This is an optimization exercise on Yosys and OpenROAD, whose aim is small area, not a production implementation. At most, simulation tests tie the RTL to the original design; equivalence was not proved. Only the layout flow was run in runs 3 and 4; the RTL was not checked for function there. Power and IR drop assume default switching activity.

===== design/flow/design.v =====
module IntMemReqHold
  (
   AxVALIDhold,
   AxREADYhold,
   AxREADYhold_c,
   ACLK,
   ARESETn,
   AxVALID,
   AxREADY,
   xREADY,
   xVALID,
   xLAST
   );
  input	 ACLK;
  input	 ARESETn;
  output AxVALIDhold;    
  output AxREADYhold;    
  output AxREADYhold_c;  
  input	 AxVALID;        
  input	 AxREADY;        
  input	 xREADY;         
  input	 xVALID;         
  input	 xLAST;          
  wire	      wait_for_resp_in;
  reg	        wait_for_resp;
  assign AxVALIDhold = AxVALID & ~wait_for_resp;
  assign AxREADYhold = AxREADY & ~wait_for_resp;
  assign AxREADYhold_c = AxREADY & ~wait_for_resp_in;
  assign        wait_for_resp_in = ((AxREADY & AxVALID) | wait_for_resp) &  
				      ~(xLAST & xVALID & xREADY);  
  always @(posedge ACLK or negedge ARESETn)
    begin
      if (!ARESETn)
	begin
	  wait_for_resp <=   1'b0;
	end
      else
	begin
	  wait_for_resp <=   wait_for_resp_in;
	end
    end
endmodule
module IntMemAdrNxt
  (
    AddrIn,
    AxLEN,
    AxSIZE,
    AxBURST,
    Step,
    AddrOut
  );
  input  [19 : 0] AddrIn;     
  input   [3 : 0] AxLEN;      
  input   [2 : 0] AxSIZE;     
  input   [1 : 0] AxBURST;    
  input           Step;       
  output [19 : 0] AddrOut;    
  wire fixed = (AxBURST == 2'b00);
  wire wrap  = (AxBURST == 2'b10);
  wire [3:0] mask;
  assign mask[3] = ~fixed & AxSIZE[2];
  assign mask[2] = ~fixed & (AxSIZE[2] | (AxSIZE[1] & AxSIZE[0]));
  assign mask[1] = ~fixed & (AxSIZE[2] | AxSIZE[1]);
  assign mask[0] = ~fixed & (AxSIZE[2] | AxSIZE[1] | AxSIZE[0]);
  reg  [7:0] win;
  always @(*) begin
    case (AxSIZE)
      3'd0:    win = {4'b0, AxLEN[3:0]};
      3'd1:    win = {3'b0, AxLEN[3:0], 1'b0};
      3'd2:    win = {2'b0, AxLEN[3:0], 2'b0};
      3'd3:    win = {1'b0, AxLEN[3:0], 3'b0};
      default: win = {AxLEN[3:0], 4'b0};
    endcase
  end
  wire [19:0] p = {AddrIn[19:4], AddrIn[3:0] | (mask & {4{Step}})};
  wire [19:0] pr = {AddrIn[19:4], AddrIn[3:0] | mask};
  wire [8:0]  cr;
  wire [20:0] c;
  assign cr[0] = ~fixed;
  assign c[0]  = Step & cr[0];
  genvar i;
  generate
    for (i = 1; i <= 8; i = i + 1) begin : g_lo
      if (i < 8) begin : g_w
        assign cr[i] = cr[i-1] & pr[i-1] & ~(wrap & ~win[i] & ~(i < 4 ? mask[i % 4] : 1'b0));
      end else begin : g_8
        assign cr[i] = cr[i-1] & pr[i-1] & ~wrap;
      end
      assign c[i] = Step & cr[i];
    end
    for (i = 9; i <= 20; i = i + 1) begin : g_hi
      assign c[i] = c[i-1] & p[i-1];
    end
  endgenerate
  assign AddrOut = p ^ c[19:0];
endmodule
module IntMemAddrGen
  (
   ACLK,          
   ARESETn,       
   AxADDR,        
   AxSIZE,        
   AxBURST,       
   AxLEN,         
   AxID,          
   AxVALID,       
   AxREADY,       
   AddrOut,       
   AddrId,        
   AddrLast,      
   AddrValid,     
   DataLast,      
   xVALID,        
   xREADY,        
   xSTEP,         
   AddrStart      
   );
  parameter	    ID_WIDTH   = 4;            
  parameter	    READ       = 0;
  localparam	    ID_MAX     = ID_WIDTH-1;
  input		          ACLK;
  input		          ARESETn;
  input [31:0]	    AxADDR;
  input [2:0]	      AxSIZE;
  input [1:0]	      AxBURST;
  input [7:0]	      AxLEN;
  input [ID_MAX:0]  AxID;
  input		          AxVALID;
  input		          AxREADY;
  output [31:0]	    AddrOut;
  output [ID_MAX:0] AddrId;
  output	          AddrLast;
  output	          AddrValid;
  output	          DataLast;
  input		          xVALID;
  input		          xREADY;
  input		          xSTEP;
  output [31:16]    AddrStart;
  reg [31:0]	      AxADDRmuxr;    
  reg [19:16]	      AxADDRs;       
  reg [3:0]	        AxLENr;        
  reg [2:0]	        AxSIZEr;
  reg [1:0]	        AxBURSTr;
  reg [ID_MAX:0]    AxIDr;
  reg [7:0]	        AddrCountr;    
  reg 		          nlastr;        
  wire [19:0]       AxADDRinc;
  wire [7:0]	      AddrCount;
  wire validreq  = AxVALID & AxREADY;
  wire validresp = xVALID & xREADY;
  always @ (posedge ACLK)
    if (validreq) begin
      AxADDRs   <= AxADDR[19:16];
      AxLENr    <= AxLEN[3:0];
      AxSIZEr   <= AxSIZE;
      AxBURSTr  <= AxBURST;
    end
  assign AddrId  = validreq ? AxID : AxIDr;
  always @ (posedge ACLK or negedge ARESETn)
    if (!ARESETn)
      AxIDr   <= {ID_WIDTH{1'b0}};
    else
      AxIDr   <= AddrId;
  IntMemAdrNxt u_IntMemAdrNxt
    (.AddrIn  (AxADDRmuxr[19:0]),
     .AxLEN   (AxLENr),
     .AxSIZE  (AxSIZEr),
     .AxBURST (AxBURSTr),
     .Step    (xSTEP),
     .AddrOut (AxADDRinc));
  assign AddrOut = validreq  ? AxADDR : {AxADDRmuxr[31:20], AxADDRinc};
  always @ (posedge ACLK or negedge ARESETn)
    if (!ARESETn)
      AxADDRmuxr[31:20] <= 12'h000;
    else
      AxADDRmuxr[31:20] <= AddrOut[31:20];
  always @ (posedge ACLK or negedge ARESETn)
    if (!ARESETn)
      AxADDRmuxr[19:0] <= 20'h00000;
    else if (validreq | (validresp & ~DataLast))
      AxADDRmuxr[19:0] <= AddrOut[19:0];
  assign AddrStart = {AxADDRmuxr[31:20], AxADDRs};
  wire cnt_nz = (AddrCountr != 8'h0);
  assign AddrValid = validreq | (validresp & cnt_nz);
  assign AddrCount = validreq ? AxLEN : (AddrCountr - {7'b0, validresp});
  assign AddrLast  = (AddrCount == 8'h0) & AddrValid;
  always @ (posedge ACLK)
    AddrCountr <= AddrCount;
  assign DataLast = validreq ? ((AxLEN == 8'h0) & validresp) : nlastr;
  wire data_next_last = READ ? (AddrCountr == 8'h1) : (AddrCount == 8'h1);
  always @ (posedge ACLK or negedge ARESETn)
    if (!ARESETn)
      nlastr <= 1'b1;
    else
      nlastr <= validresp ? data_next_last
                          : (validreq ? (AxLEN == 8'h0) : (!xVALID & nlastr));
endmodule
module IntMemWrCtrl (
                   ACLK,
                   ARESETn,
                   AWID,
                   AWADDR,
                   AWLEN,
                   AWSIZE,
                   AWBURST,
                   AWVALID,
                   AWREADY,
                   AWLOCK,
                   WVALID,
                   WREADY,
                   BID,
                   BRESP,
                   BVALID,
                   BREADY,
                   WAddrValid,
                   WAddrReady,
                   WAddrStart,
                   WAddrOut
);
  parameter           DATA_WIDTH = 128;            
  parameter           ID_WIDTH   = 4;              
  localparam          DATA_MAX   = DATA_WIDTH-1;   
  localparam          ID_MAX     = ID_WIDTH-1;     
  input                     ACLK;        
  input                     ARESETn;     
  input [ID_MAX : 0]  AWID;        
  input [31 : 0]      AWADDR;      
  input [7 : 0]       AWLEN;       
  input [2 : 0]       AWSIZE;      
  input [1 : 0]       AWBURST;     
  input                     AWVALID;     
  output                    AWREADY;     
  input [1:0]               AWLOCK ;
  input                     WVALID;      
  output                    WREADY;      
  output [ID_MAX : 0] BID;         
  output [1 : 0]      BRESP;       
  output                    BVALID;      
  input                     BREADY;      
  output                    WAddrValid;  
  input                     WAddrReady;  
  output [31 : 0]     WAddrOut;    
  output [31 : 16]    WAddrStart;  
  wire                      ACLK;        
  wire                      ARESETn;     
  reg         bresp0 ;
  wire [ID_MAX : 0]   AWID;        
  wire [31 : 0]       AWADDR;      
  wire [7 : 0]        AWLEN;       
  wire [2 : 0]        AWSIZE;      
  wire [1 : 0]        AWBURST;     
  wire                      AWVALID;     
  wire                      AWVALIDhold;
  wire                      AWREADY;     
  wire                      AWREADYi;
  wire                      AWREADYhold;
  wire                      WVALID;      
  wire                      WREADY;      
  wire [ID_MAX : 0]   BID;         
  wire [1 : 0]        BRESP;       
  wire                      BVALID;      
  wire                      BREADY;      
  wire                      WAddrValid;  
  wire                      WAddrReady;  
  wire [31 : 0]       WAddrOut;    
  wire [31 : 0]       AddrOut;
  wire [ID_MAX : 0]   AddrId;
  wire                      AddrLast;
  wire                      AddrValid;
  wire                      AddrReady;
  wire                      DataLast;
  wire                      wrongwid;
  wire                      brespi;
  reg [ID_MAX : 0]    bidr;
  reg                         bvalidr;
  reg                         wreadyr;
  reg                       AddrValidr;
  assign WAddrValid         = AddrValid;
  assign WAddrOut[31:0]     = AddrOut[31:0];
  assign AddrReady          = WAddrReady;
  assign AWREADY            = AWREADYhold;
  assign AWREADYi           = AWVALIDhold & WVALID & WAddrReady;
  assign WREADY             =   WAddrReady & ( AWVALIDhold ? WVALID : wreadyr) ;
  assign BID[ID_MAX:0]      = bidr[ID_MAX:0];
  assign BRESP[1:0]         = {1'b0, bresp0} ;
  assign brespi             = wrongwid;
  assign BVALID             = bvalidr;
  IntMemAddrGen #(ID_WIDTH) u_IntMemAddrGen
    (
     .ACLK(ACLK),
     .ARESETn(ARESETn),
     .AxADDR(AWADDR),
     .AxSIZE(AWSIZE),
     .AxBURST(AWBURST),
     .AxLEN(AWLEN),
     .AxID(AWID),
     .AxVALID(AWVALIDhold),
     .AxREADY(AWREADYhold),
     .AddrOut(AddrOut),
     .AddrId(AddrId),
     .AddrLast(AddrLast),
     .AddrValid(AddrValid),
     .DataLast(DataLast),
     .AddrStart(WAddrStart),
     .xVALID(WVALID),
     .xREADY(WREADY),
     .xSTEP(WVALID & WAddrReady & wreadyr)
     );
  always @ (posedge ACLK or negedge ARESETn)
  begin
      if(!ARESETn)
          bresp0 <= 1'b0 ;
      else if(~bvalidr & AWVALID & AWREADY)
          bresp0 <= (AWLOCK == 2'b01) ;
  end
  always @ (posedge ACLK or negedge ARESETn)
    if (!ARESETn) begin
      bidr[ID_MAX:0] <=   ID_WIDTH*{1'b0};
      bvalidr        <=   1'b0;
      wreadyr        <=   1'b0;
    end else begin  
      bidr[ID_MAX:0] <=   DataLast ? AddrId[ID_MAX:0] : bidr[ID_MAX:0];
      bvalidr        <=   bvalidr  ? (!BREADY)        : (DataLast & AddrValid);
      wreadyr        <=   !AddrLast & WREADY;
    end 
  assign wrongwid = 1'b0;
  IntMemReqHold u_IntMemReqHold
    (
     .AxVALIDhold(AWVALIDhold),
     .AxREADYhold(AWREADYhold),
     .AxREADYhold_c (),
     .ACLK(ACLK),
     .ARESETn(ARESETn),
     .AxVALID(AWVALID),
     .AxREADY(AWREADYi),
     .xREADY(BREADY),
     .xVALID(BVALID),
     .xLAST(1'b1)
     );
endmodule
module IntMemRdCtrl (
                   ACLK,
                   ARESETn,
                   ARID,
                   ARADDR,
                   ARLEN,
                   ARSIZE,
                   ARBURST,
                   ARVALID,
                   ARREADY,
                   ARLOCK,
                   RID,
                   RLAST,
                   RDATA,
                   RRESP,
                   RVALID,
                   RREADY,
                   RAddrValid,
                   RAddrReady,
                   RAddrStart,
                   RAddrOut,
                   RData,
                   RResp
                  );
  parameter		DATA_WIDTH = 128;            
  parameter		ID_WIDTH   = 4;              
  localparam		DATA_MAX   = DATA_WIDTH-1;   
  localparam		ID_MAX     = ID_WIDTH-1;     
  input			            ACLK;        
  input			            ARESETn;     
  input [ID_MAX:0]	    ARID;        
  input [31:0]	        ARADDR;      
  input [7:0]		        ARLEN;       
  input [2:0]		        ARSIZE;      
  input [1:0]		        ARBURST;     
  input			            ARVALID;     
  output		            ARREADY;     
  input [1:0]		            ARLOCK;     
  output [ID_MAX:0]	    RID;         
  output		            RLAST;       
  output [DATA_MAX:0]	  RDATA;       
  output [1:0]   	      RRESP;       
  output		            RVALID;      
  input			            RREADY;      
  output		            RAddrValid;  
  input			            RAddrReady;  
  output [31:0]	        RAddrOut;    
  output [31:16]	      RAddrStart;  
  input			            RResp;       
  input [DATA_MAX:0]	  RData;       
  wire [ID_MAX:0]	      RID;         
  wire			            RLAST;       
  wire [DATA_MAX:0]	    RDATA;       
  wire [1:0]		        RRESP;       
  wire			            RVALID;      
  wire			            RREADY;      
  wire			            ARVALIDhold;
  wire			            ARREADYhold;
  wire			            RAddrValid;  
  wire			            RAddrReady;  
  wire [31:0]		        RAddrOut;    
  wire			            RResp;       
  wire [DATA_MAX:0]  	  RData;       
  wire [31:0]		        AddrOut;
  wire [31:0]		        MaskAddr;
  wire [31:0]		        AddrInv;
  wire [ID_MAX:0]	      AddrId;
  wire			            AddrLast;
  wire			            AddrValid;
  wire			            AddrReady;
  wire			            DataLast;
  reg			              DataValid;
  reg			              RDataHeld;
  reg			              RREADYr;
  reg			              AddrValidr;
  reg			              DataLastr;
  wire [DATA_MAX:0]	    RDatai;
  reg  [DATA_MAX:0]	    RDatar;
  wire [31:0]		        AddrBitUsed;
  reg  [127:0]		      ShiftMe;
  reg  [DATA_MAX:0]	    MaskDatar;
  wire [DATA_MAX:0]	    MaskAndDataX;
  wire [DATA_MAX:0]	    MaskOrDataX;
  reg  [DATA_MAX:0]	    RDATAr;
  reg			              ValidReqr;
  wire [2:0]		        Size;
  reg			              selRDATAr;
  wire                  AxREADYhold_c;
  reg [1:0] RRESP_TYPE ;
  assign RAddrValid         = AddrValid;
  assign RAddrOut[31:0]     = AddrOut[31:0];
  assign AddrReady          = RAddrReady;
  assign ARREADY            = ARREADYhold;
  assign RID[ID_MAX:0]      = AddrId [ID_MAX : 0];
  assign RLAST              = DataLast | DataLastr;
  assign RRESP[1:0]         = RRESP_TYPE;
  assign RVALID             = DataValid;
  assign RDATA[DATA_MAX:0]  = RDatai[DATA_MAX:0] ;
  assign RDatai[DATA_MAX:0]  = (AddrValidr)
                                ? RData[DATA_MAX:0]
                                : (RDatar[DATA_MAX:0] & {DATA_WIDTH{RDataHeld}});
  IntMemAddrGen #(.ID_WIDTH(ID_WIDTH), .READ(1)) u_IntMemAddrGen
    (
     .ACLK     (ACLK),
     .ARESETn  (ARESETn),
     .AxADDR   (ARADDR),
     .AxSIZE   (ARSIZE),
     .AxBURST  (ARBURST),
     .AxLEN    (ARLEN),
     .AxID     (ARID),
     .AxVALID  (ARVALIDhold),
     .AxREADY  (ARREADYhold),
     .AddrOut  (AddrOut),
     .AddrId   (AddrId),
     .AddrLast (AddrLast),
     .AddrValid(AddrValid),
     .DataLast (DataLast),
     .AddrStart(RAddrStart),
     .xVALID   (RVALID),
     .xREADY   (RREADY),
     .xSTEP    (RVALID & RREADY)
     );
  always @ (posedge ACLK or negedge ARESETn)
    if (!ARESETn) begin
      DataValid  <=   1'b0;
      AddrValidr <=   1'b0;
      DataLastr  <=   1'b0;
      RDataHeld  <=   1'b0;
    end else begin
      DataValid  <=   	(AddrReady & AddrValid) ? 1'b1 :
	                         (RREADY ? 1'b0 : DataValid);
      AddrValidr <=   AddrValid;
      DataLastr  <=   (RREADY | (RVALID & ~DataLastr)) ? (DataLast & ~RREADY) : DataLastr;
      RDataHeld  <=   RDataHeld | AddrValidr;
    end 
  always @ (posedge ACLK)
    RDatar     <=   RDatai;
  always @ (posedge ACLK or negedge ARESETn)
  begin
      if(!ARESETn)
      begin
          RRESP_TYPE <= 2'b00 ;
      end
      else if(ARVALID & ARREADY)
      begin
          RRESP_TYPE <= {1'b0, ARLOCK == 2'b01};
      end
  end
  IntMemReqHold U_IntMemReqHold
    (
     .AxVALIDhold     (ARVALIDhold),
     .AxREADYhold     (ARREADYhold),
     .AxREADYhold_c   (AxREADYhold_c),
     .ACLK            (ACLK),
     .ARESETn         (ARESETn),
     .AxVALID         (ARVALID),
     .AxREADY         (RAddrReady),
     .xREADY          (RREADY),
     .xVALID          (RVALID),
     .xLAST           (RLAST)
   );
endmodule
module IntMemArb (
                   ACLK,
                   ARESETn,
                   mem_type,
                   read_done,
                   write_done,
                   remap,
                   waddr_valid,
                   axi_awvalid,
                   waddr_ready,
                   waddr_out,
                   axi_awaddr,
                   axi_awready,
                   waddr_start,
                   raddr_valid,
                   axi_arvalid,
                   raddr_ready,
                   raddr_out,
                   axi_araddr,
                   axi_arready,
                   raddr_start,
                   mem0_cs_n,
                   mem0_wr_n,
                   mem0_rd_n,
                   mem0_addr,
                   mem0_wr_addr,
                   mem1_cs_n,
                   mem1_wr_n,
                   mem1_rd_n,
                   mem1_addr,
                   mem1_wr_addr,
                   mem2_cs_n,
                   mem2_wr_n,
                   mem2_rd_n,
                   mem2_addr,
                   mem2_wr_addr 
);
input           ACLK;
input           ARESETn;
input           mem_type;
input           read_done;
input           write_done;
input           remap;
input           axi_awvalid;
input           waddr_valid;
input  [31:0]   waddr_out; 
output          waddr_ready;
input  [31:0]   axi_awaddr;    
input           axi_awready;
input  [31:16]  waddr_start;
input           axi_arvalid;
input           raddr_valid;
input  [31:0]   raddr_out;      
output          raddr_ready;
input  [31:0]   axi_araddr;   
input           axi_arready;
input  [31:16]  raddr_start;
output          mem0_cs_n;
output          mem0_wr_n;
output          mem0_rd_n;
output [31:0]   mem0_addr;
output [31:0]   mem0_wr_addr;
output          mem1_cs_n;
output          mem1_wr_n;
output          mem1_rd_n;
output [31:0]   mem1_addr;
output [31:0]   mem1_wr_addr;
output          mem2_cs_n;
output          mem2_wr_n;
output          mem2_rd_n;
output [31:0]   mem2_addr;
output [31:0]   mem2_wr_addr;
parameter IDLE   = 2'b00;
parameter RD     = 2'b01;
parameter WR     = 2'b10;
parameter RDWR   = 2'b11;
wire        arb_c;
wire        arb_r;
wire        arb_w;
reg [1:0]   mem_status;
reg         waddr_ready;
reg         raddr_ready;
wire        sp_mem;     
wire [31:0] mux_addr;
wire     mem_cs_n      = !( waddr_valid | raddr_valid );
wire     mem_bank0     = mem0_addr[20]; 
wire     mem_bank1     = !mem0_addr[20];
wire     mem_sub_bank0 = ~((mem0_addr[18:15]==4'h0)&(mem0_addr[14:12]==3'd0|mem0_addr[14:12]==3'd1));
wire     mem_sub_bank1 = ((mem0_addr[18:15]==4'h0)&(mem0_addr[14:12]==3'd0|mem0_addr[14:12]==3'd1));
assign   mem0_cs_n    = mem_cs_n ; 
assign   mem0_wr_n    = (!waddr_valid) | mem0_cs_n;
assign   mem0_rd_n    = !raddr_valid | mem0_cs_n;
assign   mem0_wr_addr = waddr_out;
assign   mem1_cs_n    = 1'b1; 
assign   mem1_wr_n    = (!waddr_valid) | mem1_cs_n;
assign   mem1_rd_n    = (!raddr_valid) | mem1_cs_n;
assign   mem1_wr_addr = waddr_out;
assign   mem2_cs_n    = 1'b1; 
assign   mem2_wr_n    = (!waddr_valid) | mem2_cs_n;
assign   mem2_rd_n    = (!raddr_valid) | mem2_cs_n;
assign   mem2_wr_addr = waddr_out;
assign   mux_addr     = ( mem_status == 2'b01 ) ? raddr_out  : waddr_out ; 
assign   sp_mem       = ( mem_type == 1'b0 );
assign   mem0_addr    = raddr_out;
assign   mem1_addr    = (sp_mem & (mem_status != 2'b01)) ? waddr_out : raddr_out;
wire     [31:13] m2_borrow;
wire     [31:20] m2_zpre;
wire             m2_b20 = sp_mem & ~|mem1_addr[19:13];
assign   m2_borrow[13] = sp_mem;
assign   m2_zpre[20]   = 1'b1;
genvar   gi;
generate
  for (gi = 14; gi <= 19; gi = gi + 1) begin : g_m2lo
    assign m2_borrow[gi] = m2_borrow[gi-1] & ~mem1_addr[gi-1];
  end
  for (gi = 21; gi <= 31; gi = gi + 1) begin : g_m2z
    assign m2_zpre[gi] = m2_zpre[gi-1] & ~mem1_addr[gi-1];
  end
  for (gi = 20; gi <= 31; gi = gi + 1) begin : g_m2hi
    assign m2_borrow[gi] = m2_b20 & m2_zpre[gi];
  end
endgenerate
assign   mem2_addr    = {mem1_addr[31:13] ^ m2_borrow, mem1_addr[12:0]};
reg aw_pend;
reg ar_pend;
always @(posedge ACLK)begin
     aw_pend <= axi_awvalid & ~axi_awready;
     ar_pend <= axi_arvalid & ~axi_arready;
end
    wire [31:16] cmp_w = (mem_status == WR && !aw_pend) ? waddr_start : axi_awaddr[31:16];
    wire [31:16] cmp_r = (mem_status == RD && !ar_pend) ? raddr_start : axi_araddr[31:16];
    wire         cmp_eq = (cmp_w == cmp_r);
    assign arb_c =  cmp_eq;
    assign arb_w =  cmp_eq;
    assign arb_r =  cmp_eq;
always @(posedge ACLK or negedge ARESETn)begin
     if(!ARESETn) begin
         waddr_ready   <= 1'b0;
         raddr_ready   <= 1'b0;
         mem_status    <= 2'b00;
     end 
     else case (mem_status)
        IDLE: begin
             if(axi_awvalid & !axi_arvalid) begin
                mem_status    <= WR;
                raddr_ready   <= 1'b0;
                waddr_ready   <= 1'b1;
             end
             else if(axi_arvalid & !axi_awvalid) begin
                mem_status    <= RD;
                waddr_ready   <= 1'b0;
                raddr_ready   <= 1'b1;
             end
             else if(axi_awvalid & axi_arvalid & arb_c) begin
                mem_status    <= WR;
                waddr_ready   <= 1'b1;
                raddr_ready   <= 1'b0;
             end
             else if(axi_awvalid & axi_arvalid & !arb_c) begin
                mem_status    <= RDWR;
                waddr_ready   <= 1'b1;
                raddr_ready   <= 1'b1;
             end
         end
         WR: begin
             if (write_done & axi_arvalid) begin
                mem_status    <= RD;
                waddr_ready   <= 1'b0;
                raddr_ready   <= 1'b1;
             end    
             else if(axi_arvalid & !arb_r) begin
                mem_status    <= RDWR;
                waddr_ready   <= waddr_ready;
                raddr_ready   <= 1'b1;
             end
             else if (write_done) begin
                mem_status    <= IDLE;
                waddr_ready   <= 1'b0;
                raddr_ready   <= 1'b0;
             end
         end
         RD: begin    
             if (read_done & axi_awvalid) begin
                mem_status    <= WR;
                waddr_ready   <= 1'b1;
                raddr_ready   <= 1'b0;
             end    
             else if(axi_awvalid & !arb_w) begin
                mem_status    <= RDWR;
                waddr_ready   <= 1'b1;
                raddr_ready   <= raddr_ready;
             end
             else if (read_done) begin
                mem_status    <= IDLE;
                waddr_ready   <= 1'b0;
                raddr_ready   <= 1'b0;
             end
         end
         default: begin    
             if(read_done & write_done) begin
                mem_status    <= IDLE;
                waddr_ready   <= 1'b0;
                raddr_ready   <= 1'b0;
             end
             else if (read_done ) begin
                mem_status    <= WR;
                waddr_ready   <= waddr_ready;
                raddr_ready   <= 1'b0;
             end    
             else if (write_done) begin
                mem_status    <= RD;
                waddr_ready   <= 1'b0;
                raddr_ready   <= raddr_ready;
             end
         end
    endcase
end
endmodule
module IntMem (
            scan_en,
            aclk,
            areset_n,
            mem_type,
            remap,
            axi_awid,
            axi_awaddr,
            axi_awlen,
            axi_awsize,
            axi_awburst,
            axi_awlock,
            axi_awcache,
            axi_awprot,
            axi_awvalid,
            axi_awready,
            axi_wdata,
            axi_wstrb,
            axi_wlast,
            axi_wvalid,
            axi_wready,
            axi_bid,
            axi_bresp,
            axi_bvalid,
            axi_bready,
           axi_arid,      
           axi_araddr,       
           axi_arlen,     
           axi_arsize,    
           axi_arburst,   
           axi_arlock,    
           axi_arcache,   
           axi_arprot,    
           axi_arvalid,   
           axi_arready,
           axi_rid,
           axi_rdata,
           axi_rresp,
           axi_rlast,
           axi_rvalid,
           axi_rready,
           mem0_cs_n,
           mem0_wr_n,
           mem0_rd_n,
           mem0_wr_byte_en,
           mem0_addr,
           mem0_wr_addr,
           mem0_din,
           mem0_dout,
           mem1_cs_n,
           mem1_wr_n,
           mem1_rd_n,
           mem1_wr_byte_en,
           mem1_addr,
           mem1_wr_addr,
           mem1_din,
           mem1_dout,
           mem2_cs_n,
           mem2_wr_n,
           mem2_rd_n,
           mem2_wr_byte_en,
           mem2_addr,
           mem2_wr_addr,
           mem2_din,
           mem2_dout 
);
parameter             ID_WIDTH   = 12;           
parameter             DATA_WIDTH = 128;          
localparam            ID_MAX     = ID_WIDTH-1;
input               scan_en;
input               aclk;                                               
input               areset_n;
input               mem_type;  
input               remap;
input  [ ID_MAX:0]  axi_awid;
input  [31:0]       axi_awaddr;
input  [ 7:0]       axi_awlen;   
input  [ 2:0]       axi_awsize;   
input  [ 1:0]       axi_awburst;   
input  [ 1:0]       axi_awlock;   
input  [ 3:0]       axi_awcache;   
input  [ 2:0]       axi_awprot;   
input               axi_awvalid;
output              axi_awready;
input  [DATA_WIDTH-1:0]      axi_wdata;
input  [DATA_WIDTH/8-1:0]       axi_wstrb;
input               axi_wlast;
input               axi_wvalid;
output              axi_wready;
output [ ID_MAX:0]  axi_bid;
output [ 1:0]       axi_bresp;
output              axi_bvalid;
input               axi_bready;
input  [ ID_MAX:0]  axi_arid;
input  [31:0]       axi_araddr;   
input  [ 7:0]       axi_arlen;
input  [ 2:0]       axi_arsize;
input  [ 1:0]       axi_arburst;
input  [ 1:0]       axi_arlock;
input  [ 3:0]       axi_arcache;
input  [ 2:0]       axi_arprot;
input               axi_arvalid;
output              axi_arready;
output [ ID_MAX:0]  axi_rid;
output [DATA_WIDTH-1:0]      axi_rdata;
output [ 1:0]       axi_rresp;
output              axi_rlast;   
output              axi_rvalid;       
input               axi_rready;
output              mem0_cs_n;    
output              mem0_wr_n;    
output              mem0_rd_n;    
output  [DATA_WIDTH/8-1:0]      mem0_wr_byte_en;
output  [31:0]      mem0_addr;    
output  [31:0]      mem0_wr_addr; 
output  [DATA_WIDTH-1:0]      mem0_din;
input   [DATA_WIDTH-1:0]      mem0_dout;
output              mem1_cs_n;    
output              mem1_wr_n;    
output              mem1_rd_n;    
output  [DATA_WIDTH/8-1:0]      mem1_wr_byte_en;
output  [31:0]      mem1_addr;    
output  [31:0]      mem1_wr_addr; 
output  [DATA_WIDTH-1:0]     mem1_din;
input   [DATA_WIDTH-1:0]     mem1_dout;
output              mem2_cs_n;    
output              mem2_wr_n;    
output              mem2_rd_n;    
output  [DATA_WIDTH/8-1:0]      mem2_wr_byte_en;
output  [31:0]      mem2_addr;    
output  [31:0]      mem2_wr_addr; 
output  [DATA_WIDTH-1:0]     mem2_din;
input   [DATA_WIDTH-1:0]     mem2_dout;
wire                waddr_valid;
wire                waddr_ready;
wire  [31:0]        waddr_out;
wire  [31:16]       waddr_start;
wire  [31:16]       raddr_start;
wire                raddr_valid;
wire                raddr_ready;
wire  [31:0]        raddr_out;
wire  [DATA_WIDTH-1:0]       rdata;
wire  [7:0]         mem_wr_mask;
wire                read_done;
wire                write_done;
assign  rdata           = mem0_dout;
assign  mem0_din        =  axi_wdata;
assign  mem0_wr_byte_en =  axi_wstrb;
assign  mem1_din        =  axi_wdata;
assign  mem1_wr_byte_en =  axi_wstrb;
assign  mem2_din        =  axi_wdata;
assign  mem2_wr_byte_en =  axi_wstrb;
assign  read_done      =  ( axi_rready & axi_rlast & axi_rvalid ) ;
assign  write_done     =  ( axi_bvalid & axi_bready ) ;
IntMemWrCtrl #(DATA_WIDTH,ID_WIDTH) u_IntMemWrCtrl(
                   .ACLK                 (aclk),
                   .ARESETn              (areset_n),
                   .AWID                 (axi_awid), 
                   .AWADDR               (axi_awaddr),
                   .AWLEN                (axi_awlen),
                   .AWSIZE               (axi_awsize),
                   .AWBURST              (axi_awburst),
                   .AWVALID              (axi_awvalid),
                   .AWREADY              (axi_awready),
                   .AWLOCK               (axi_awlock),
                   .WVALID               (axi_wvalid),
                   .WREADY               (axi_wready),
                   .BID                  (axi_bid),
                   .BRESP                (axi_bresp),
                   .BVALID               (axi_bvalid),
                   .BREADY               (axi_bready),
                   .WAddrValid           (waddr_valid),
                   .WAddrReady           (waddr_ready),
                   .WAddrOut             (waddr_out),
                   .WAddrStart           (waddr_start)
);
IntMemRdCtrl #(DATA_WIDTH,ID_WIDTH) u_IntMemRdCtrl(
                   .ACLK                 (aclk),
                   .ARESETn              (areset_n),
                   .ARID                 (axi_arid),
                   .ARADDR               (axi_araddr),
                   .ARLEN                (axi_arlen),
                   .ARSIZE               (axi_arsize),
                   .ARBURST              (axi_arburst),
                   .ARVALID              (axi_arvalid),
                   .ARREADY              (axi_arready),
                   .ARLOCK               (axi_arlock),
                   .RID                  (axi_rid),
                   .RLAST                (axi_rlast),
                   .RDATA                (axi_rdata),
                   .RRESP                (axi_rresp),
                   .RVALID               (axi_rvalid),
                   .RREADY               (axi_rready),
                   .RAddrValid           (raddr_valid),
                   .RAddrReady           (raddr_ready),
                   .RAddrOut             (raddr_out),
                   .RAddrStart           (raddr_start),
                   .RData                (rdata),
                   .RResp                (1'b0)
                  );
IntMemArb u_IntMemArb (
                   .ACLK                 (aclk),
                   .ARESETn              (areset_n),
                   .mem_type             (mem_type),
                   .read_done            (read_done),
                   .write_done           (write_done),
                   .remap                (remap),
                   .waddr_valid          (waddr_valid),
                   .axi_awvalid          (axi_awvalid),
                   .waddr_ready          (waddr_ready),
                   .waddr_out            (waddr_out),
                   .axi_awaddr           (axi_awaddr),
                   .axi_awready          (axi_awready),
                   .waddr_start          (waddr_start),
                   .raddr_valid          (raddr_valid),
                   .axi_arvalid          (axi_arvalid),                   
                   .raddr_ready          (raddr_ready),
                   .raddr_out            (raddr_out),
                   .axi_araddr           (axi_araddr),
                   .axi_arready          (axi_arready),
                   .raddr_start          (raddr_start),
                   .mem0_cs_n             (mem0_cs_n),
                   .mem0_wr_n             (mem0_wr_n),
                   .mem0_rd_n             (mem0_rd_n),
                   .mem0_addr             (mem0_addr),
                   .mem0_wr_addr          (mem0_wr_addr),
                   .mem1_cs_n             (mem1_cs_n),
                   .mem1_wr_n             (mem1_wr_n),
                   .mem1_rd_n             (mem1_rd_n),
                   .mem1_addr             (mem1_addr),
                   .mem1_wr_addr          (mem1_wr_addr),
                   .mem2_cs_n             (mem2_cs_n),
                   .mem2_wr_n             (mem2_wr_n),
                   .mem2_rd_n             (mem2_rd_n),
                   .mem2_addr             (mem2_addr),
                   .mem2_wr_addr          (mem2_wr_addr)
);
endmodule

===== design/flow/flow/run.sh =====
#!/bin/bash
set -euo pipefail
export BUFFER_PORTS_ARGS="-buffer_cell sky130_fd_sc_hd__buf_1"
export CTS_ARGS="-sink_clustering_enable -repair_clock_nets -dont_use_dummy_load -sink_clustering_size 12 -sink_clustering_max_diameter 60 -buf_list {sky130_fd_sc_hd__clkbuf_8}"
bash standard.sh finish > standard_flow.log 2>&1

===== design/flow/standard.sh =====
#!/bin/bash
# synth_recipe.tcl (not shown) runs the flow's synth.tcl, then flattens the netlist and writes it again
# the make line also repeats each setting of config.mk as NAME=value (left out here)
make -C /OpenROAD-flow-scripts/flow DESIGN_CONFIG=/design/flow/config.mk WORK_HOME=/design/flow/orfs CLKGATE_MAP_FILE= SYNTH_SCRIPT=/design/flow/synth_recipe.tcl "${@:-finish}"

===== design/flow/config.mk =====
export PLATFORM = sky130hd
export DESIGN_NAME = IntMem
export DESIGN_NICKNAME = IntMem
export VERILOG_FILES = /design/flow/design.v
export SDC_FILE = /design/flow/constraint.sdc
export NUM_CORES = 4
export LEC_CHECK = 0
export CAP_MARGIN = 20
export CORE_AREA = 10 10 530 530
export DIE_AREA = 0 0 540 540
export SLEW_MARGIN = 20

===== design/flow/constraint.sdc =====
create_clock -name core_clock -period 11.0 [get_ports {aclk}]
set_input_delay 2.2000 -clock core_clock [delete_from_list [all_inputs] [get_ports {aclk}]]
set_output_delay 2.2000 -clock core_clock [all_outputs]
set_load 0.01 [all_outputs]

==> results.cfg, run 1 <==
[status]
outcome = complete, no violations

[die]
fp.dieH_um = 540
placementRows = 190
dieArea_sq_um = 292000
ioPinCount = 1466
start_util_pct = 6.29
core-area_sq_um = 269000
fp.dieW_um = 540

[cts]
cts_made_buffers = 42
clk_path_buf_depth = 3
clk_transition_reported_paths_ns = 0.04
clk-insertion-delay-late_ns = 0.82
post_cts.resized_instances = 0
clock_tree_root_driver_cell = sky130_fd_sc_hd__clkbuf_8
cts_hold_buffers = 0
tritoncts = built
cts_max_level = 2
cts.sinks = 288
postCtsSetupRepairBufs = 0

[worst_setup_path]
crit_type = input pin to primary output
critPathCaptureType = primary output
cp_max_fo = 9
timing.critical_path.slowest_stage_cell = sky130_fd_sc_hd__nor4_2
critical_path_arrival_ns = 8.17
slowest_stage_delay_cp_ns = 0.56
worst-endpoint-required_ns = 8.80
cp-start-kind = input pin
critical_path.most_common_cell = sky130_fd_sc_hd__ha_1

[detailed_routing]
detail_route.drc_violations = 0
wirelength_um = 123000
route.met3.wl_um = 22300
wl_per_cell_um = 22.6
routed.top_layer = met5
routed_metal_1_wire_length_um = 31500
route.met2.wl_um = 62000
iteration_0_drc_markers = 574
detailedRoute.firstPassIterationCount = 5
vias_per_cell = 2.32
drt.antenna.violating_nets = 0
routed-via-count = 12593

[logic_synthesis]
netlist_top_cells_count = sky130_fd_sc_hd__buf_4, sky130_fd_sc_hd__nand2_1, sky130_fd_sc_hd__dfxtp_1, sky130_fd_sc_hd__a22o_1, sky130_fd_sc_hd__dfrtp_1
yosysSeqAreaShare_pct = 39.1
synth.largest_area_cell = sky130_fd_sc_hd__buf_4
ys_warnings = 7
synth_cell_types = 80
synthesized_area_sq_um = 16900
synth_enable_flop_cells = 26
synth-async-reset-ratio_pct = 40.3
post-synth-top-area-fraction_pct = 23.2
syn_avg_cell_area_sq_um = 9.65
post_synth_main_area_contributors = sky130_fd_sc_hd__buf_4, sky130_fd_sc_hd__dfxtp_1, sky130_fd_sc_hd__dfrtp_1, sky130_fd_sc_hd__a22o_1, sky130_fd_sc_hd__mux2i_1
yosysMostFrequentCell = sky130_fd_sc_hd__buf_4
ys_seq_elements = 288
synthesis.instances = 1749
synthFlopType = sky130_fd_sc_hd__dfxtp_1

[global_route]
number_of_global_route_vias_before_repair = 13326
grt_antenna_before_repair = 24
global_route.usage.total_pct = 7.97
globalRoute.totalOverflow = 0
grt_max_degree = 78
grt_first_pass_wirelength_um = 150000

[hold_path]
worst_hold_path_type = register to register

[placed_design]
dpl_cell_area_sq_um = 19800
placed_insts = 5361
place_congestion = 0.781
dp.final_hpwl_um = 107000
io_buffer_count = 608

[sta]
timing.slew.headroom_pct = 28.7
setup_violations = 0
timing.fmax_mhz = 96.4
setup_repair_after_global_routing_missed_its_margin = false
summed_negative_setup_slack_over_all_endpoints_ns = 0
fin_worst_skew_ns = 0.160
finalCritPeriodShare_pct = 94.3
timing_worst_slew_pin_value_ns = 1.07
slew_viol_final = 0
period_minus_slack_ns = 10.37
final-hold-violation-count = 0

[layout]
final_instance_area_sq_um = 20400
flow.area_growth_from_synthesis_pct = 21.1
drive_gt1_share_pct = 9.35
final_nets = 2557
final-instance-count-excl-fill = 5424

[flow_run]
maxCapViolCount = 0

[power_and_ir_drop]
ir_worst_vdd_uv = 158
power_leakage_uw = 0.00689
power.total_uw = 5570
power_per_cell_area_nw_per_um2 = 272
power by group:
| part | internal [uW] | total, uW | switching [uW] | leakage, uW |
|---|---|---|---|---|
| combinational | 905 | 3040 | 2130 | 0.00374 |
| clock | 333 | 791 | 458 | 0.000302 |
| sequential | 1510 | 1740 | 226 | 0.00285 |
cell usage in the layout (no fill, tap or decap), types with 14 or more instances in the layout:
cell,Yosys,final
sky130_fd_sc_hd__a21oi_1,46,46
sky130_fd_sc_hd__a22o_1,127,127
sky130_fd_sc_hd__buf_1,5,600
sky130_fd_sc_hd__buf_4,521,38
sky130_fd_sc_hd__clkbuf_8,0,42
sky130_fd_sc_hd__dfrtp_1,114,113
sky130_fd_sc_hd__dfxtp_1,146,146
sky130_fd_sc_hd__diode_2,0,21
sky130_fd_sc_hd__edfxtp_1,26,26
sky130_fd_sc_hd__ha_1,33,33
sky130_fd_sc_hd__inv_1,68,68
sky130_fd_sc_hd__mux2_2,47,47
sky130_fd_sc_hd__mux2i_1,81,81
sky130_fd_sc_hd__nand2_1,150,150
sky130_fd_sc_hd__nand3_1,14,14
sky130_fd_sc_hd__nor2_1,72,72
sky130_fd_sc_hd__o21ai_0,45,40
sky130_fd_sc_hd__xnor2_1,27,27
sky130_fd_sc_hd__xor2_1,17,17
final timing paths:
check                                                     startpoint                                             to  slack [ns]  cells past startpoint
setup / recovery                                          axi_rready                                  mem2_addr[24]        0.63                     25
hold / removal                             u_IntMemRdCtrl.RDatar[15]                      u_IntMemRdCtrl.RDatar[15]        0.47                      1
setup reg to reg           u_IntMemWrCtrl.u_IntMemAddrGen.AxSIZEr[0]  u_IntMemWrCtrl.u_IntMemAddrGen.AxADDRmuxr[19]        5.42                     21
hold reg to reg                            u_IntMemRdCtrl.RDatar[15]                      u_IntMemRdCtrl.RDatar[15]        0.47                      1
max in group asynchronous                                   areset_n                      u_IntMemRdCtrl.AddrValidr        7.51                      3
min in group asynchronous                                   areset_n  u_IntMemWrCtrl.u_IntMemAddrGen.AxADDRmuxr[24]        1.37                      1
flip-flops by register name (all words and copies together), names as in the netlist, 8 cells and up:
| register | cells |
|---|---|
| u_IntMemRdCtrl.RDatar | 128 |
| u_IntMemRdCtrl.u_IntMemAddrGen.AxADDRmuxr | 32 |
| u_IntMemWrCtrl.u_IntMemAddrGen.AxADDRmuxr | 32 |
| u_IntMemRdCtrl.u_IntMemAddrGen.AxIDr | 12 |
| u_IntMemWrCtrl.bidr | 12 |
| u_IntMemWrCtrl.u_IntMemAddrGen.AxIDr | 12 |
| u_IntMemRdCtrl.u_IntMemAddrGen.AddrCountr | 8 |
| u_IntMemWrCtrl.u_IntMemAddrGen.AddrCountr | 8 |
worst max-delay path: cells and delay by family:
family	cells	cell delay (ns)
AO/OA/AOI/OAI	2	0.67
buffers and inverters	3	0.53
multiplexers	2	0.52
AND/OR/NAND/NOR	7	2.26
adder cells (fa/ha/maj)	11	1.93
per-layer routing:
layer / vias to the layer above / GRT usage [%]
met3: 222 / 6.66
met2: 1030 / 14.4
li1: 5617 / -
met4: 2 / 4.30
met1: 5722 / 5.65
met5: - / 0.0487
per-stage QoR:
| stage | utilization (%) | hold WS, ns | setup WS, ns |
|---|---|---|---|
| after global routing | 7.60 | 0.482 | 0.172 |
| after global placement | 7.37 | 0.450 | 0.455 |
| after CTS | 7.59 | 0.469 | 0.369 |
| after detailed placement | 7.37 | 0.455 | 0.379 |
| final | 7.61 | 0.468 | 0.626 |
| after floorplan | - | 0.436 | 2.29 |
layout make-up:
class / instances / area [sq um]
sequential: 288 / 6610
timing repair buffer: 642 / 2600
tap: 3552 / 4440
antenna: 21 / 52.6
clock buffer: 42 / 578
inverter: 70 / 267
multi-input combinational: 809 / 5890
fill: 31509 / 248000
cells by family (layout without fill, tap and decap cells):
kind of cell,count (synthesis),after routing,synth area share [%]
simple gates,322,322,9.40
xor+xnor,44,44,2.28
compound gates,271,271,11.9
fa+ha+maj,33,33,2.45
buf+inv,658,754,26.6
other cells,2,29,0.0445
mux,131,131,8.14
flops,288,288,39.1
==> run 2, diff against run 1 <==
==> design/flow/flow/run.sh (replaced) <==
#!/bin/bash
set -euo pipefail
export BUFFER_PORTS_ARGS="-buffer_cell sky130_fd_sc_hd__buf_1"
export CTS_ARGS="-sink_clustering_enable -repair_clock_nets -dont_use_dummy_load -sink_clustering_size 15 -sink_clustering_max_diameter 70 -buf_list {sky130_fd_sc_hd__clkbuf_8}"
bash standard.sh finish > standard_flow.log 2>&1
==> run 2 against run 1 <==
- sequential share of layout area up 0.14 points
- still clean
- global-route usage about the same
- synthesized cell count unchanged
- largest cell class unchanged
==> results.cfg, run 2 <==
[cts]
tritoncts = built
postCtsSetupRepairBufs = 0
post_cts.resized_instances = 0
cts_hold_buffers = 0
cts_max_level = 2
cts_made_buffers = 36
clock_tree_root_driver_cell = sky130_fd_sc_hd__clkbuf_8
clk_transition_reported_paths_ns = 0.04
cts.sinks = 288
clk_path_buf_depth = 3
clk-insertion-delay-late_ns = 0.80

[layout]
final_instance_area_sq_um = 20400
drive_gt1_share_pct = 9.05
final.fill_count = 31513
largest_register_ff_count = 128
final_nets = 2551
final_cell_mix = sky130_fd_sc_hd__buf_1, sky130_fd_sc_hd__nand2_1, sky130_fd_sc_hd__dfxtp_1, sky130_fd_sc_hd__a22o_1, sky130_fd_sc_hd__dfrtp_1
flow.area_growth_from_synthesis_pct = 20.5
layout_top_registers = u_IntMemRdCtrl.RDatar x128, u_IntMemRdCtrl.u_IntMemAddrGen.AxADDRmuxr x32, u_IntMemWrCtrl.u_IntMemAddrGen.AxADDRmuxr x32
top_register = u_IntMemRdCtrl.RDatar
mostFrequentLayoutCell = sky130_fd_sc_hd__buf_1
layout.core_utilization_pct = 7.58

[sta]
final-hold-violation-count = 0
summed_negative_setup_slack_over_all_endpoints_ns = 0
timing.fmax_mhz = 96.7
setup_violations = 0
setup_repair_after_global_routing_missed_its_margin = false
fin_hold_ws_ns = 0.471
slew_viol_final = 0
fin_worst_skew_ns = 0.143
finalCritPeriodShare_pct = 94.0
timing_worst_slew_pin_value_ns = 1.07
timing.slew.headroom_pct = 28.6
period_minus_slack_ns = 10.34

[logic_synthesis]
synth_enable_flop_cells = 26
synthesized_area_sq_um = 16900
synth_compound_gate_area_share_pct = 11.9
synthFlopType = sky130_fd_sc_hd__dfxtp_1
yosysMostFrequentCell = sky130_fd_sc_hd__buf_4
synth_cell_types = 80
post_synth_main_area_contributors = sky130_fd_sc_hd__buf_4, sky130_fd_sc_hd__dfxtp_1, sky130_fd_sc_hd__dfrtp_1, sky130_fd_sc_hd__a22o_1, sky130_fd_sc_hd__mux2i_1
post-synth-top-area-fraction_pct = 23.2
synth.largest_area_cell = sky130_fd_sc_hd__buf_4
synth-async-reset-ratio_pct = 40.3
syn_avg_cell_area_sq_um = 9.65
synth-adder-area-share_pct = 2.45
yosysSeqAreaShare_pct = 39.1
yosys.area_share.xor_xnor_pct = 2.28
synthesis.instances = 1749
synthSimpleGateAreaFrac_pct = 9.40
ys_seq_elements = 288
ys_warnings = 7
yosys-mux-area-fraction_pct = 8.14
netlist_top_cells_count = sky130_fd_sc_hd__buf_4, sky130_fd_sc_hd__nand2_1, sky130_fd_sc_hd__dfxtp_1, sky130_fd_sc_hd__a22o_1, sky130_fd_sc_hd__dfrtp_1
synth_top_family_by_area = buffers and inverters

[die]
placementRows = 190
core-area_sq_um = 269000
fp.dieW_um = 540
start_util_pct = 6.29
fp.dieH_um = 540
dieArea_sq_um = 292000
ioPinCount = 1466

[worst_setup_path]
slowest_stage_delay_cp_ns = 0.56
reg2reg_slack_ns = 5.43
path_depth = 26
cp_max_fo = 9
critical_path.most_common_cell = sky130_fd_sc_hd__ha_1
worst-r2r-cell-count = 21
critical_path_arrival_ns = 8.14
worst-endpoint-required_ns = 8.80
timing.critical_path.slowest_stage_cell = sky130_fd_sc_hd__nor4_2
timing.critical_path.from = axi_rready
crit_type = input pin to primary output
cp-start-kind = input pin
critPathCaptureType = primary output
worstReg2RegEnd = u_IntMemWrCtrl.u_IntMemAddrGen.AxADDRmuxr[19]
worst_path_dominant_cell_family = simple AND/OR/NAND/NOR gates
timing.critical_path.to = mem2_addr[24]
timing.rr.start = u_IntMemWrCtrl.u_IntMemAddrGen.AxSIZEr[0]
critical_path.n_buffers_inverters = 3

[global_route]
global_route.usage.total_pct = 7.98
globalRoute.totalOverflow = 0
number_of_global_route_vias_before_repair = 13268
grt_antenna_before_repair = 23
grt_first_pass_wirelength_um = 150000
grt_max_degree = 78

[detailed_routing]
wl_per_cell_um = 22.7
iteration_0_drc_markers = 598
detail_route.drc_violations = 0
routed-via-count = 12596
detailedRoute.firstPassIterationCount = 5
wirelength_um = 123000
drt.antenna.violating_nets = 0
vias_per_cell = 2.33

[placed_design]
dp.final_hpwl_um = 107000
dpl_cell_area_sq_um = 19800
io_buffer_count = 608
place_congestion = 0.781

[flow_run]
maxCapViolCount = 0

[power_and_ir_drop]
ir_worst_vdd_uv = 159
power_leakage_uw = 0.00685
power_per_cell_area_nw_per_um2 = 271

[hold_path]
worst_hold_path_type = register to register

[status]
outcome = complete, no violations
run 2: cells by family after synthesis:
family | after synthesis
AO/OA/AOI/OAI | 271
XOR/XNOR | 44
adder cells (fa/ha/maj) | 33
buffers and inverters | 658
flip-flops | 288
multiplexers | 131
other | 2
AND/OR/NAND/NOR | 322
run 2: per-stage QoR:
step           setup WS (ns)  total power (uW)  std cells
2_1_floorplan           2.29              3520       1755
3_3_place_gp           0.455              5010       5360
3_5_place_dp           0.379              5030       5361
4_1_cts                0.364              5830       5397
5_1_grt                0.172              6030       5411
6_report               0.661              5520       5416
run 2: power breakdown:
group / total [uW] / internal, uW / switching, uW
combinational: 3040 / 905 / 2140
sequential: 1740 / 1510 / 227
clock: 733 / 288 / 445
total: 5520 / 2710 / 2810
run 2: cell type report:
type,count,area (sq um),area share [%]
Clock buffer,36,495,2.43
Antenna cell,19,47.5,0.234
Timing Repair Buffer,642,2600,12.8
Tap cell,3552,4440,21.8
Sequential cell,288,6610,32.5
Multi-Input combinational cell,809,5890,28.9
Inverter,70,267,1.31
run 2: how the worst min path moves through the flow:
stage | cells past startpoint | slack, ns | start | to
after floorplan | 2 | 0.44 | u_IntMemWrCtrl.u_IntMemAddrGen.AxIDr[0] | u_IntMemWrCtrl.u_IntMemAddrGen.AxIDr[0]
after global placement | 2 | 0.45 | u_IntMemWrCtrl.u_IntMemAddrGen.AxIDr[3] | u_IntMemWrCtrl.u_IntMemAddrGen.AxIDr[3]
after detailed placement | 1 | 0.46 | u_IntMemRdCtrl.RDatar[20] | u_IntMemRdCtrl.RDatar[20]
after CTS | 1 | 0.47 | u_IntMemRdCtrl.RDatar[15] | u_IntMemRdCtrl.RDatar[15]
after global routing | 1 | 0.48 | u_IntMemRdCtrl.RDatar[12] | u_IntMemRdCtrl.RDatar[12]
final | 1 | 0.47 | u_IntMemRdCtrl.RDatar[40] | u_IntMemRdCtrl.RDatar[40]
run 2: per-layer routing:
| layer | global-route usage, % | wire [um] | part of all wire (%) |
|---|---|---|---|
| met1 | 5.69 | 31100 | 25 |
| met2 | 14.4 | 62000 | 51 |
| met3 | 6.63 | 22700 | 19 |
| met4 | 4.34 | 6910 | 5.6 |
| met5 | 0.0325 | 13 | 0.011 |
==> run 3, diff against run 2 <==
--- a/design/flow/design.v
+++ b/design/flow/design.v
@@ -607,18 +607,13 @@
 assign   mem1_addr    = (sp_mem & (mem_status != 2'b01)) ? waddr_out : raddr_out;
 wire     [31:13] m2_borrow;
-wire     [31:20] m2_zpre;
-wire             m2_b20 = sp_mem & ~|mem1_addr[19:13];
 assign   m2_borrow[13] = sp_mem;
-assign   m2_zpre[20]   = 1'b1;
 genvar   gi;
 generate
-  for (gi = 14; gi <= 19; gi = gi + 1) begin : g_m2lo
-    assign m2_borrow[gi] = m2_borrow[gi-1] & ~mem1_addr[gi-1];
-  end
-  for (gi = 21; gi <= 31; gi = gi + 1) begin : g_m2z
-    assign m2_zpre[gi] = m2_zpre[gi-1] & ~mem1_addr[gi-1];
-  end
-  for (gi = 20; gi <= 31; gi = gi + 1) begin : g_m2hi
-    assign m2_borrow[gi] = m2_b20 & m2_zpre[gi];
+  for (gi = 14; gi <= 31; gi = gi + 1) begin : g_m2
+    if (gi == 20) begin : g_la
+      assign m2_borrow[gi] = sp_mem & ~|mem1_addr[19:13];
+    end else begin : g_rp
+      assign m2_borrow[gi] = m2_borrow[gi-1] & ~mem1_addr[gi-1];
+    end
   end
 endgenerate
==> design/flow/flow/run.sh (replaced) <==
#!/bin/bash
set -euo pipefail
export BUFFER_PORTS_ARGS="-buffer_cell sky130_fd_sc_hd__buf_1"
export CTS_ARGS="-sink_clustering_enable -repair_clock_nets -dont_use_dummy_load -sink_clustering_size 12 -sink_clustering_max_diameter 60 -buf_list {sky130_fd_sc_hd__clkbuf_8}"
bash standard.sh finish > standard_flow.log 2>&1
==> run 3 against run 2 <==
- still clean on timing, DRC and antenna
- sequential cell count unchanged
- non-clock buffer count increased by 31
- clock power increased by 8.7%
- global-route usage decreased by 0.066 points
- critical path depth increased by 13
- critical endpoint is now mem2_addr[31]
==> results.cfg, run 3 <==
[status]
outcome = complete, no violations

[worst_setup_path]
slowest_stage_delay_cp_ns = 0.52
critical_path_arrival_ns = 8.49
critPathCaptureType = primary output
timing.critical_path.slowest_stage_cell = sky130_fd_sc_hd__or4_1
crit_type = input pin to primary output
cp-start-kind = input pin
critical_path.most_common_cell = sky130_fd_sc_hd__ha_4
cp_max_fo = 2
worst-endpoint-required_ns = 8.80

[cts]
cts_hold_buffers = 0
clk-insertion-delay-late_ns = 0.75
cts_made_buffers = 44
cts.sinks = 288
clk_transition_reported_paths_ns = 0.08
tritoncts = built
cts_max_level = 2
clock_tree_root_driver_cell = sky130_fd_sc_hd__clkbuf_8
clk_path_buf_depth = 3

[sta]
period_minus_slack_ns = 10.69
setup_repair_after_global_routing_missed_its_margin = false
slew_viol_final = 0
fin_worst_skew_ns = 0.0720
timing.slew.headroom_pct = 34.6
timing.fmax_mhz = 93.5
summed_negative_setup_slack_over_all_endpoints_ns = 0
fin_hold_ws_ns = 0.470
setup_violations = 0
final-hold-violation-count = 0
timing_worst_slew_pin_value_ns = 0.984
finalCritPeriodShare_pct = 97.2

[logic_synthesis]
synth_enable_flop_cells = 26
syn_avg_cell_area_sq_um = 9.43
yosysSeqAreaShare_pct = 39.3
post_synth_main_area_contributors = sky130_fd_sc_hd__buf_4, sky130_fd_sc_hd__dfxtp_1, sky130_fd_sc_hd__dfrtp_1, sky130_fd_sc_hd__a22o_1, sky130_fd_sc_hd__mux2i_1
synth-async-reset-ratio_pct = 40.3
synthesized_area_sq_um = 16800
ys_warnings = 7
ys_seq_elements = 288
post-synth-top-area-fraction_pct = 23.3
synthFlopType = sky130_fd_sc_hd__dfxtp_1
synth_cell_types = 70
netlist_top_cells_count = sky130_fd_sc_hd__buf_4, sky130_fd_sc_hd__nand2_1, sky130_fd_sc_hd__dfxtp_1, sky130_fd_sc_hd__a22o_1, sky130_fd_sc_hd__dfrtp_1
synthesis.instances = 1785
synth.largest_area_cell = sky130_fd_sc_hd__buf_4
yosysMostFrequentCell = sky130_fd_sc_hd__buf_4

[layout]
layout_top_registers = u_IntMemRdCtrl.RDatar x128, u_IntMemRdCtrl.u_IntMemAddrGen.AxADDRmuxr x32, u_IntMemWrCtrl.u_IntMemAddrGen.AxADDRmuxr x32
flow.area_growth_from_synthesis_pct = 24.3
largest_register_ff_count = 128
final_nets = 2631
drive_gt1_share_pct = 11.1
final-instance-count-excl-fill = 5476
top_register = u_IntMemRdCtrl.RDatar
final_cell_mix = sky130_fd_sc_hd__buf_1, sky130_fd_sc_hd__nand2_1, sky130_fd_sc_hd__dfxtp_1, sky130_fd_sc_hd__a22o_1, sky130_fd_sc_hd__dfrtp_1
mostFrequentLayoutCell = sky130_fd_sc_hd__buf_1

[power_and_ir_drop]
power_leakage_uw = 0.00700
switchingPower_uw = 2090
p_comb_share_pct = 47.7
power.total_uw = 4350
p_seq_share_pct = 33.9
internal_power_uw = 2260
swShare_pct = 48.0
power.share.clock_pct = 18.3
ir_worst_vdd_uv = 102
power_per_cell_area_nw_per_um2 = 208

[global_route]
grt_max_degree = 87
grt_antenna_before_repair = 18
grt_first_pass_wirelength_um = 150000
number_of_global_route_vias_before_repair = 13549
globalRoute.totalOverflow = 0
global_route.usage.total_pct = 7.91

[detailed_routing]
routed-via-count = 12625
wirelength_um = 122000
drt.antenna.violating_nets = 0
vias_per_cell = 2.31
wl_per_cell_um = 22.2
iteration_0_drc_markers = 565
detailedRoute.firstPassIterationCount = 5
detail_route.drc_violations = 0

[placed_design]
placed_insts = 5423
io_buffer_count = 608
place_congestion = 0.792
dp.final_hpwl_um = 107000

[die]
fp.dieH_um = 540
dieArea_sq_um = 292000
ioPinCount = 1466
core-area_sq_um = 269000
placementRows = 190
start_util_pct = 6.26
fp.dieW_um = 540

[hold_path]
worst_hold_path_type = register to register

[flow_run]
maxCapViolCount = 0
==> run 3: cell types whose count changed after synthesis, moves of 5 or more <==
cell,before,now
sky130_fd_sc_hd__nand2b_1,13,7
sky130_fd_sc_hd__a21o_1,0,5
sky130_fd_sc_hd__xor2_1,17,8
sky130_fd_sc_hd__or3_1,0,8
sky130_fd_sc_hd__inv_1,68,94
sky130_fd_sc_hd__nor2_1,72,95
sky130_fd_sc_hd__mux2i_1,81,89
sky130_fd_sc_hd__mux2_2,47,28
sky130_fd_sc_hd__ha_1,33,43
==> run 3: layout make-up <==
class | instances | area (sq um)
inverter | 95 | 362
clock buffer | 44 | 606
sequential | 288 | 6610
multi-input combinational | 815 | 6020
tap | 3552 | 4440
timing repair buffer | 673 | 2840
antenna | 9 | 22.5
fill | 31468 | 248000
==> run 3: worst max-delay path, delay by kind of cell <==
kind | cells | cell delay, ns
AOI/OAI and AO/OA | 2 | 0.27
xor gates and xnor gates | 2 | 0.25
adders and majority gates | 22 | 3.18
buffers and inverters | 5 | 0.71
muxes | 1 | 0.09
and+or+nand+nor | 7 | 1.74
==> run 3: cells by family (layout without fill, tap and decap cells) <==
group                    count (synthesis)  count (layout)  share of synthesized area (%)
buffers and inverters                  688             812                           27.4
AND/OR/NAND/NOR                        337             337                           8.97
flip-flops                             288             288                           39.3
AO/OA/AOI/OAI                          274             274                           12.0
multiplexers                           118             118                           7.26
adder cells (fa/ha/maj)                 43              43                           3.20
XOR/XNOR                                35              35                           1.82
other                                    2              17                         0.0446
==> run 3: repair_timing <==
action,in CTS,in global routing
setup buffers,2,0
setup endpoints to repair,5,2
pin swaps,10,13
gates resized for setup,36,21
==> run 3: worst paths after layout <==
check                                                          start                                            end  slack [ns]  depth (start not counted)
hold / removal              u_IntMemWrCtrl.u_IntMemAddrGen.AxIDr[10]       u_IntMemWrCtrl.u_IntMemAddrGen.AxIDr[10]        0.47                          2
setup reg to reg           u_IntMemRdCtrl.u_IntMemAddrGen.AxSIZEr[0]  u_IntMemRdCtrl.u_IntMemAddrGen.AxADDRmuxr[19]        6.06                         23
hold reg to reg             u_IntMemWrCtrl.u_IntMemAddrGen.AxIDr[10]       u_IntMemWrCtrl.u_IntMemAddrGen.AxIDr[10]        0.47                          2
max in group asynchronous                                   areset_n                      u_IntMemRdCtrl.AddrValidr        7.46                          3
min in group asynchronous                                   areset_n        u_IntMemWrCtrl.u_IntMemAddrGen.AxIDr[5]        1.44                          1
setup / recovery                                          axi_wvalid                                  mem2_addr[31]        0.31                         39
==> run 3: power by group through the flow <==
stage / Combinational (uW) / Sequential (uW) / Clock, uW
2_1_floorplan: 1230 / 1450 / 0
3_3_place_gp: 2200 / 1480 / 0
3_5_place_dp: 2210 / 1480 / 0
4_1_cts: 2240 / 1470 / 875
5_1_grt: 2320 / 1510 / 905
6_report: 2080 / 1470 / 797
==> run 3: routing by layer <==
layer  vias up  wire (um)  track usage [%]
li1       5717          -                -
met3       201      22800             6.71
met2      1039      65200             15.3
met4         8       6380             3.86
met1      5660      27100             4.91
met5         -        293            0.601
==> run 3: through the flow <==
step	utilization (%)	instance area, sq um	setup WS, ns
floorplan	-	16800	0.888
global placement	7.43	19900	-1.04
detailed placement	7.44	20000	-0.981
CTS	7.73	20800	0.0105
global route	7.78	20900	0.00369
finish	7.78	20900	0.308
==> run 4, diff against run 3 <==
--- a/design/flow/config.mk
+++ b/design/flow/config.mk
@@ -6,4 +6,5 @@
 export NUM_CORES = 4
 export LEC_CHECK = 0
+export ABC_CLOCK_PERIOD_IN_PS = 7000
 export CAP_MARGIN = 20
 export CORE_AREA = 10 10 530 530
==> run 4 against run 3 <==
- still clean on timing, DRC and antenna
- via count is the same
- count of clock-buffer cells in the layout is the same
- global-route usage unchanged
- sequential power about the same
- clock power is essentially flat
- core utilization unchanged
- synthesized area is the same
- die area unchanged
- non-clock buffer count unchanged
- clock skew unchanged
- sequential cell count unchanged
- wire length did not move
- largest power group unchanged
==> results.cfg, run 4 <==
[status]
outcome = complete, no violations

[logic_synthesis]
synth_cell_types = 70
synth_enable_flop_cells = 26
synth-async-reset-ratio_pct = 40.3
post_synth_main_area_contributors = sky130_fd_sc_hd__buf_4, sky130_fd_sc_hd__dfxtp_1, sky130_fd_sc_hd__dfrtp_1, sky130_fd_sc_hd__a22o_1, sky130_fd_sc_hd__mux2i_1
syn_avg_cell_area_sq_um = 9.43
ys_warnings = 7
synth.largest_area_cell = sky130_fd_sc_hd__buf_4
yosysSeqAreaShare_pct = 39.3
ys_seq_elements = 288
netlist_top_cells_count = sky130_fd_sc_hd__buf_4, sky130_fd_sc_hd__nand2_1, sky130_fd_sc_hd__dfxtp_1, sky130_fd_sc_hd__a22o_1, sky130_fd_sc_hd__dfrtp_1
yosysMostFrequentCell = sky130_fd_sc_hd__buf_4
synthesis.instances = 1785
synthesized_area_sq_um = 16800
post-synth-top-area-fraction_pct = 23.3
synthFlopType = sky130_fd_sc_hd__dfxtp_1

[sta]
layout_setup_ws_ns = 0.308
fin_worst_skew_ns = 0.0720
slew_viol_final = 0
setup_violations = 0
final-hold-violation-count = 0
setup_repair_after_global_routing_missed_its_margin = false
finalCritPeriodShare_pct = 97.2
timing.fmax_mhz = 93.5
period_minus_slack_ns = 10.69
timing_worst_slew_pin_value_ns = 0.984
timing.slew.headroom_pct = 34.6

[layout]
mostFrequentLayoutCell = sky130_fd_sc_hd__buf_1
layout_top_registers = u_IntMemRdCtrl.RDatar x128, u_IntMemRdCtrl.u_IntMemAddrGen.AxADDRmuxr x32, u_IntMemWrCtrl.u_IntMemAddrGen.AxADDRmuxr x32
top_register = u_IntMemRdCtrl.RDatar
final_nets = 2631
flow.area_growth_from_synthesis_pct = 24.3
largest_register_ff_count = 128
final_cell_mix = sky130_fd_sc_hd__buf_1, sky130_fd_sc_hd__nand2_1, sky130_fd_sc_hd__dfxtp_1, sky130_fd_sc_hd__a22o_1, sky130_fd_sc_hd__dfrtp_1
drive_gt1_share_pct = 11.1

[placed_design]
place_congestion = 0.792
dp.final_hpwl_um = 107000
io_buffer_count = 608
preCtsSetupSlack_ns = -0.981

[cts]
clock_tree_root_driver_cell = sky130_fd_sc_hd__clkbuf_8
cts.sinks = 288
clk_path_buf_depth = 3
cts_made_buffers = 44
tritoncts = built
clk_transition_reported_paths_ns = 0.08
clk-insertion-delay-late_ns = 0.75
cts_max_level = 2

[die]
fp.dieW_um = 540
placementRows = 190
core-area_sq_um = 269000
ioPinCount = 1466
dieArea_sq_um = 292000
start_util_pct = 6.26
fp.dieH_um = 540

[flow_run]
maxCapViolCount = 0

[power_and_ir_drop]
power.total_uw = 4350
ir_worst_vdd_uv = 102
power_per_cell_area_nw_per_um2 = 208
power_leakage_uw = 0.00700

[worst_setup_path]
critical_path_arrival_ns = 8.49
cp-start-kind = input pin
slowest_stage_delay_cp_ns = 0.52
worst-r2r-cell-count = 23
worst-endpoint-required_ns = 8.80
critical_path.most_common_cell = sky130_fd_sc_hd__ha_4
cp_max_fo = 2
critPathCaptureType = primary output
timing.critical_path.slowest_stage_cell = sky130_fd_sc_hd__or4_1
crit_type = input pin to primary output

[hold_path]
worst_hold_path_type = register to register
holdPathStages = 2

[global_route]
grt_max_degree = 87
global_route.usage.total_pct = 7.91
grt_first_pass_wirelength_um = 150000
number_of_global_route_vias_before_repair = 13549
grt_antenna_before_repair = 18
globalRoute.totalOverflow = 0

[detailed_routing]
iteration_0_drc_markers = 565
vias_per_cell = 2.31
wl_per_cell_um = 22.2
drt.antenna.violating_nets = 0
routed-via-count = 12625
wirelength_um = 122000
detailedRoute.firstPassIterationCount = 5
detail_route.drc_violations = 0
run 4: cell counts after synthesis:
No cell type changed its count.
run 4: cell families (layout without fill, tap and decap cells):
family          Yosys count  after routing  share of synthesized area [%]
simple gates            337            337                           8.97
other cells               2             17                         0.0446
buf+inv                 688            812                           27.4
flops                   288            288                           39.3
xor+xnor                 35             35                           1.82
mux                     118            118                           7.26
compound gates          274            274                           12.0
fa+ha+maj                43             43                           3.20
run 4: report_power, final:
part / switching, uW / internal, uW
registers: 154 / 1320
logic: 1480 / 594
clock network: 450 / 348
run 4: stage by stage:
step | instances | TNS [ns] | utilization (%) | hold slack [ns] | area (sq um)
final | 5476 | 0 | 7.78 | 0.470 | 20900
after floorplan | 1791 | 0 | - | 0.436 | 16800
after detailed placement | 5423 | -2.87 | 7.44 | 0.453 | 20000
after CTS | 5468 | 0 | 7.73 | 0.468 | 20800
after global placement | 5422 | -3.19 | 7.43 | 0.453 | 19900
after global routing | 5468 | 0 | 7.78 | 0.485 | 20900
run 4: worst paths after layout:
check,start,end,slack [ns]
max reg2reg,u_IntMemRdCtrl.u_IntMemAddrGen.AxSIZEr[0],u_IntMemRdCtrl.u_IntMemAddrGen.AxADDRmuxr[19],6.06
min,u_IntMemWrCtrl.u_IntMemAddrGen.AxIDr[10],u_IntMemWrCtrl.u_IntMemAddrGen.AxIDr[10],0.47
max,axi_wvalid,mem2_addr[31],0.31
max in group asynchronous,areset_n,u_IntMemRdCtrl.AddrValidr,7.46
min in group asynchronous,areset_n,u_IntMemWrCtrl.u_IntMemAddrGen.AxIDr[5],1.44
min reg2reg,u_IntMemWrCtrl.u_IntMemAddrGen.AxIDr[10],u_IntMemWrCtrl.u_IntMemAddrGen.AxIDr[10],0.47
run 4: repair_timing:
action | in CTS | in global routing
endpoints found under the setup margin | 5 | 2
setup buffers | 2 | 0
hold buffers | 0 | 0
resized for setup | 36 | 21
pin swaps | 10 | 13
run 4: final cells by class:
class	count	area, sq um
Clock buffer	44	606
Sequential cell	288	6610
Tap cell	3552	4440
Fill cell	31468	248000
Timing Repair Buffer	673	2840
Multi-Input combinational cell	815	6020
Antenna cell	9	22.5
Inverter	95	362
run 4: critical path, delay by kind of cell:
family | cells | cell delay [ns]
simple gates | 7 | 1.74
buf+inv | 5 | 0.71
fa+ha+maj | 22 | 3.18
xor+xnor | 2 | 0.25
mux | 1 | 0.09
compound gates | 2 | 0.27
run 4: per-layer routing:
layer  routed length, um  share of wire [%]  vias to the layer above  global-route usage, %
met1               27100                 22                     5660                   4.91
met3               22800                 19                      201                   6.71
met2               65200                 54                     1039                   15.3
met4                6380                5.2                        8                   3.86
met5                 293               0.24                        -                  0.601
li1                    -                  -                     5717                      -

-- port drivers added, routing unchanged --
The results above use ideal ports. As a check the final layouts listed here were re-extracted and re-timed, cells and wires unchanged.
Step 1 sets driving cells, clkbuf_16 on the clock port and buf_2 on the other inputs (assumed; they add their load-dependent delay and slew).
Step 2 adds t to the input delays and takes it off the output delays; t is the mean of the earliest and latest rising clock arrival at the registers after step 1. Input paths then give back, and output paths get back, about the clock's delay inside the block.
a / b / c = no drivers / after step 1 / after step 2; a / b = the first two.
run | t, ns | slack for setup (ns) | slew at the worst register clock pin (ns) | worst slew at a driven data input, ns
run 1 | 0.811 | 0.626 / 0.571 / 0.571 | 0.09 / 0.09 | 0.48
run 2 | 0.795 | 0.661 / 0.602 / 0.602 | 0.10 / 0.10 | 0.47
run 3 | 0.783 | 0.308 / 0.220 / 0.220 | 0.08 / 0.08 | 0.51
run 4 | 0.783 | 0.308 / 0.220 / 0.220 | 0.08 / 0.08 | 0.51
After both steps every run listed still meets setup and hold.
